This is an optimization exercise on Yosys and OpenROAD, whose aim is small area, a short achievable clock period and few clock cycles, not a production implementation.
At most, simulation tests tie the RTL to the original design; equivalence was not proved.

==> flow/design.v <==
module HT_TOP(
    input clk,
    input rst_n,
    input in_valid,
    input [2:0] in_weight,
    input out_mode,
    output reg out_valid,
    output reg out_code
);
function [3:0] add3(input [2:0] a, input [2:0] b);
    reg [2:0] g, p; reg [3:0] c;
    begin
        g = a & b; p = a ^ b;
        c[0] = 1'b0;
        c[1] = g[0];
        c[2] = g[1] | (p[1] & g[0]);
        c[3] = g[2] | (p[2] & g[1]) | (p[2] & p[1] & g[0]);
        add3 = {c[3], p ^ c[2:0]};
    end
endfunction
function [5:0] add6(input [5:0] a, input [5:0] b);
    reg [5:0] g, p, c;
    begin
        g = a & b; p = a ^ b;
        c[0] = 1'b0;
        c[1] = g[0];
        c[2] = g[1] | (p[1] & g[0]);
        c[3] = g[2] | (p[2] & g[1]) | (p[2] & p[1] & g[0]);
        c[4] = g[3] | (p[3] & g[2]) | (p[3] & p[2] & g[1]) | (p[3] & p[2] & p[1] & g[0]);
        c[5] = g[4] | (p[4] & g[3]) | (p[4] & p[3] & g[2]) | (p[4] & p[3] & p[2] & g[1])
             | (p[4] & p[3] & p[2] & p[1] & g[0]);
        add6 = p ^ c;
    end
endfunction
function ge3(input [2:0] a, input [2:0] b);
    reg [2:0] gt, lt;
    begin
        gt = a & ~b; lt = ~a & b;
        ge3 = ~(lt[2] | (~gt[2] & (lt[1] | (~gt[1] & lt[0]))));
    end
endfunction
function ge6(input [5:0] a, input [5:0] b);
    reg [5:0] gt, lt;
    begin
        gt = a & ~b; lt = ~a & b;
        ge6 = ~(lt[5] | (~gt[5] & (lt[4] | (~gt[4] & (lt[3] | (~gt[3] &
              (lt[2] | (~gt[2] & (lt[1] | (~gt[1] & lt[0]))))))))));
    end
endfunction
localparam IDLE = 2'd0, IN = 2'd1, MERGE = 2'd2, OUT = 2'd3;
reg [1:0] phase;
reg [2:0] cnt;
reg [2:0] cur;
reg       mode;
reg [5:0] w [0:7];
reg [4:0] m [0:7];
reg [5:0] S;               
reg [6:0] cr [0:4];        
reg [4:0] rootbit;         
reg       rb;              
reg in_phase;               
reg [7:0] valid;            
wire [2:0] k = (phase == IN) ? cnt : 3'd0;    
wire md = (phase == IN) ? mode : out_mode;
reg [4:0] leaf_m;
always @(*) begin
    leaf_m = 5'd0;
    if (!md) begin
        case (k)
            3'd4: leaf_m = 5'b00001;
            3'd5: leaf_m = 5'b00010;
            3'd6: leaf_m = 5'b00100;
            3'd7: leaf_m = 5'b01000;
            3'd3: leaf_m = 5'b10000;
            default: leaf_m = 5'd0;
        endcase
    end else begin
        case (k)
            3'd4: leaf_m = 5'b00001;
            3'd2: leaf_m = 5'b00010;
            3'd5: leaf_m = 5'b00100;
            3'd0: leaf_m = 5'b01000;
            3'd1: leaf_m = 5'b10000;
            default: leaf_m = 5'd0;
        endcase
    end
end
wire [5:0] x = {3'd0, in_weight};
wire [9:0] st, c;
genvar g;
generate
    for (g = 0; g < 8; g = g + 1) begin : cmp
        assign st[g] = valid[g] && ge3(w[g][2:0], in_weight);
        assign c[g]  = ge6(w[g], S);
    end
endgenerate
assign st[9:8] = 2'b11;
assign c[9:8]  = 2'b11;
wire [5:0] nw = in_phase ? x : S;
wire [4:0] nm = in_phase ? leaf_m : (m[0] | m[1]);
wire [5:0] wx [0:9];
wire [4:0] mx [0:9];
generate
    for (g = 0; g < 8; g = g + 1) begin : ext
        assign wx[g] = w[g];
        assign mx[g] = m[g];
    end
endgenerate
assign wx[8] = 6'h3f; assign wx[9] = 6'h3f;
assign mx[8] = 5'd0;  assign mx[9] = 5'd0;
wire [3:0] s_in_a = add3(in_weight, w[1][2:0]);
wire [3:0] s_in_b = add3(w[1][2:0], w[2][2:0]);
wire [5:0] s_m_a = add6(S, w[2]);
wire [5:0] s_m_b = add6(w[2], w[3]);
wire [7:0] selA, selB;
wire [10:0] dA [0:7];
wire [10:0] dB [0:7];
wire [10:0] dN = {nm, nw};
generate
    for (g = 0; g < 8; g = g + 1) begin : upd
        assign selA[g] = in_phase ? st[g] : (g > 0 ? c[g+1] : 1'b0);
        assign selB[g] = in_phase ? st[g+1] : c[g+2];
        assign dA[g] = in_phase ? {mx[g], wx[g]} : {mx[g+1], wx[g+1]};
        assign dB[g] = in_phase ? {mx[g+1], wx[g+1]} : {mx[g+2], wx[g+2]};
        wire [10:0] nxt = ({11{selA[g]}} & dA[g]) | ({11{~selA[g] & selB[g]}} & dN)
                        | ({11{~selB[g]}} & dB[g]);
        always @(posedge clk) begin
            w[g] <= nxt[5:0];
            m[g] <= nxt[10:6];
        end
    end
endgenerate
always @(posedge clk) begin
    if (in_phase)
        S <= st[2] ? {2'd0, s_in_a} : {2'd0, s_in_b};
    else
        S <= c[3] ? s_m_a : s_m_b;
end
wire fuse = (phase == MERGE) && (cnt == 3'd5);
integer j;
always @(posedge clk) begin
    for (j = 0; j < 5; j = j + 1) begin
        if (phase == IDLE || phase == IN)
            cr[j] <= 7'd1;
        else if (phase == MERGE) begin
            if (m[0][j] | m[1][j])
                cr[j] <= {cr[j][5:0], m[0][j]};
            if (fuse)
                rootbit[j] <= ~((m[0][j] | m[1][j]) ^ c[2]);
        end else if (cur == j && !rb)
            cr[j] <= {1'b0, cr[j][6:1]};
    end
end
wire [6:0] ccur = cr[cur];
wire cempty = (ccur == 7'd1);
wire last = (ccur[6:1] == 6'd1);
wire empty0 = (cr[0] == 7'd1) && !(m[0][0] | m[1][0]);
always @(posedge clk or negedge rst_n) begin
    if (!rst_n) begin
        phase <= IDLE;
        out_valid <= 1'b0;
        out_code <= 1'b0;
    end else begin
        case (phase)
            IDLE: begin
                out_valid <= 1'b0;
                if (in_valid) phase <= IN;
            end
            IN: begin
                if (cnt == 3'd7) phase <= MERGE;
            end
            MERGE: begin
                if (fuse) begin
                    phase <= OUT;
                    out_valid <= 1'b1;
                    out_code <= ~((m[0][0] | m[1][0]) ^ c[2]);
                end
            end
            OUT: begin
                out_code <= rb ? rootbit[cur] : ccur[0];
                if ((rb ? cempty : last) && cur == 3'd4) phase <= IDLE;
            end
        endcase
    end
end
always @(posedge clk or negedge rst_n) begin
    if (!rst_n)
        in_phase <= 1'b1;
    else
        in_phase <= !((phase == IN && cnt == 3'd7) || (phase == MERGE && !fuse));
end
always @(posedge clk) begin
    case (phase)
        IDLE: valid <= in_valid ? 8'h80 : 8'h00;
        IN: valid <= {1'b1, valid[7:1]};
        default: valid <= 8'h00;
    endcase
    case (phase)
        IDLE: begin
            cnt <= 3'd1;
            mode <= out_mode;
        end
        IN: cnt <= cnt + 3'd1;
        MERGE: begin
            cnt <= cnt + 3'd1;
            cur <= empty0 ? 3'd1 : 3'd0;
            rb <= empty0;
        end
        OUT: begin
            if (rb ? cempty : last) begin
                cur <= cur + 3'd1;
                rb <= 1'b1;
            end else
                rb <= 1'b0;
        end
    endcase
end
endmodule
export LEC_CHECK = 0
export CAP_MARGIN = 20
export CORE_MARGIN = 2
export CORE_UTILIZATION = 40
export SETUP_SLACK_MARGIN = 3.6
export SLEW_MARGIN = 20
create_clock -name core_clock -period 6.0 [get_ports {clk}]
run.sh (not shown) runs the stock make flow with config.mk's settings and CLKGATE_MAP_FILE= SYNTH_SCRIPT=/design/flow/synth_recipe.tcl, a recipe that flattens the netlist after the stock synthesis.
The baseline produced a clean layout.
Rerun with:
--- a/flow/design.v
+++ b/flow/design.v
@@ -55,14 +55,13 @@
 reg [5:0] w [0:7];
 reg [4:0] m [0:7];
 reg [5:0] S;               
 reg [6:0] cr [0:4];        
 reg [4:0] rootbit;         
 reg       rb;              
-reg in_phase;               
-reg [7:0] valid;            
+wire in_phase = (phase != MERGE);
 wire [2:0] k = (phase == IN) ? cnt : 3'd0;    
 wire md = (phase == IN) ? mode : out_mode;
 reg [4:0] leaf_m;
 always @(*) begin
     leaf_m = 5'd0;
     if (!md) begin
@@ -87,13 +86,13 @@
 end
 wire [5:0] x = {3'd0, in_weight};
 wire [9:0] st, c;
 genvar g;
 generate
     for (g = 0; g < 8; g = g + 1) begin : cmp
-        assign st[g] = valid[g] && ge3(w[g][2:0], in_weight);
+        assign st[g] = (k > 7 - g) && ge3(w[g][2:0], in_weight);
         assign c[g]  = ge6(w[g], S);
     end
 endgenerate
 assign st[9:8] = 2'b11;
 assign c[9:8]  = 2'b11;
 wire [5:0] nw = in_phase ? x : S;
@@ -109,31 +108,33 @@
 assign wx[8] = 6'h3f; assign wx[9] = 6'h3f;
 assign mx[8] = 5'd0;  assign mx[9] = 5'd0;
 wire [3:0] s_in_a = add3(in_weight, w[1][2:0]);
 wire [3:0] s_in_b = add3(w[1][2:0], w[2][2:0]);
 wire [5:0] s_m_a = add6(S, w[2]);
 wire [5:0] s_m_b = add6(w[2], w[3]);
-wire [7:0] selA, selB;
-wire [10:0] dA [0:7];
-wire [10:0] dB [0:7];
-wire [10:0] dN = {nm, nw};
-generate
-    for (g = 0; g < 8; g = g + 1) begin : upd
-        assign selA[g] = in_phase ? st[g] : (g > 0 ? c[g+1] : 1'b0);
-        assign selB[g] = in_phase ? st[g+1] : c[g+2];
-        assign dA[g] = in_phase ? {mx[g], wx[g]} : {mx[g+1], wx[g+1]};
-        assign dB[g] = in_phase ? {mx[g+1], wx[g+1]} : {mx[g+2], wx[g+2]};
-        wire [10:0] nxt = ({11{selA[g]}} & dA[g]) | ({11{~selA[g] & selB[g]}} & dN)
-                        | ({11{~selB[g]}} & dB[g]);
-        always @(posedge clk) begin
-            w[g] <= nxt[5:0];
-            m[g] <= nxt[10:6];
-        end
-    end
-endgenerate
+integer i;
 always @(posedge clk) begin
+    for (i = 0; i < 8; i = i + 1) begin
+        if (in_phase) begin
+            if (st[i]) begin
+                w[i] <= wx[i];  m[i] <= mx[i];
+            end else if (st[i+1]) begin
+                w[i] <= nw;     m[i] <= nm;
+            end else begin
+                w[i] <= wx[i+1]; m[i] <= mx[i+1];
+            end
+        end else begin
+            if (i > 0 && c[i+1]) begin
+                w[i] <= wx[i+1]; m[i] <= mx[i+1];
+            end else if (c[i+2]) begin
+                w[i] <= nw;      m[i] <= nm;
+            end else begin
+                w[i] <= wx[i+2]; m[i] <= mx[i+2];
+            end
+        end
+    end
     if (in_phase)
         S <= st[2] ? {2'd0, s_in_a} : {2'd0, s_in_b};
     else
         S <= c[3] ? s_m_a : s_m_b;
 end
 wire fuse = (phase == MERGE) && (cnt == 3'd5);
@@ -180,24 +181,13 @@
                 out_code <= rb ? rootbit[cur] : ccur[0];
                 if ((rb ? cempty : last) && cur == 3'd4) phase <= IDLE;
             end
         endcase
     end
 end
-always @(posedge clk or negedge rst_n) begin
-    if (!rst_n)
-        in_phase <= 1'b1;
-    else
-        in_phase <= !((phase == IN && cnt == 3'd7) || (phase == MERGE && !fuse));
-end
 always @(posedge clk) begin
-    case (phase)
-        IDLE: valid <= in_valid ? 8'h80 : 8'h00;
-        IN: valid <= {1'b1, valid[7:1]};
-        default: valid <= 8'h00;
-    endcase
     case (phase)
         IDLE: begin
             cnt <= 3'd1;
             mode <= out_mode;
         end
         IN: cnt <= cnt + 3'd1;
Outcome: Via count came out lower by 2.0%. Sequential share of layout area went up by 2.4 points. Clock-buffer cell count climbs by 2. Hold slack gains 0.016 ns. Sequential cell count falls by 12. Synthesized cell count decreases by 2.7%.
Testbench counts after the change, summed over its fixed seeds: cycles 16,645.
Only the layout flow was run in the first run of this note; the RTL was not checked for function there.

static timing again, ports no longer ideal:
The flow's constraints put no driver on any port. The routed layouts listed below were extracted and timed again, unchanged, in two steps. Step 1 assumes that a clkbuf_16 drives the clock port and a buf_2 every other input. Step 2, shift: input delay + t, output delay - t, t = (earliest + latest rising clock arrival at the registers) / 2. This alone moves slack from input paths to output paths. a / b / c = no drivers / after step 1 / after step 2; a / b = the first two.
| run | t (ns) | setup WS [ns] | latest minus earliest clock arrival (ns) | slew at the worst register clock pin (ns) |
|---|---|---|---|---|
| the first run | 0.478 | 3.414 / 3.396 / 2.918 | 0.015 / 0.015 | 0.07 / 0.07 |
| the second run | 0.478 | 3.511 / 3.460 / 2.982 | 0.018 / 0.019 | 0.07 / 0.07 |
After both steps setup and hold are still met in every run listed. For the second run, which loses most, drivers alone change the setup slack by -0.051 ns; drivers and shift together by -0.529 ns.
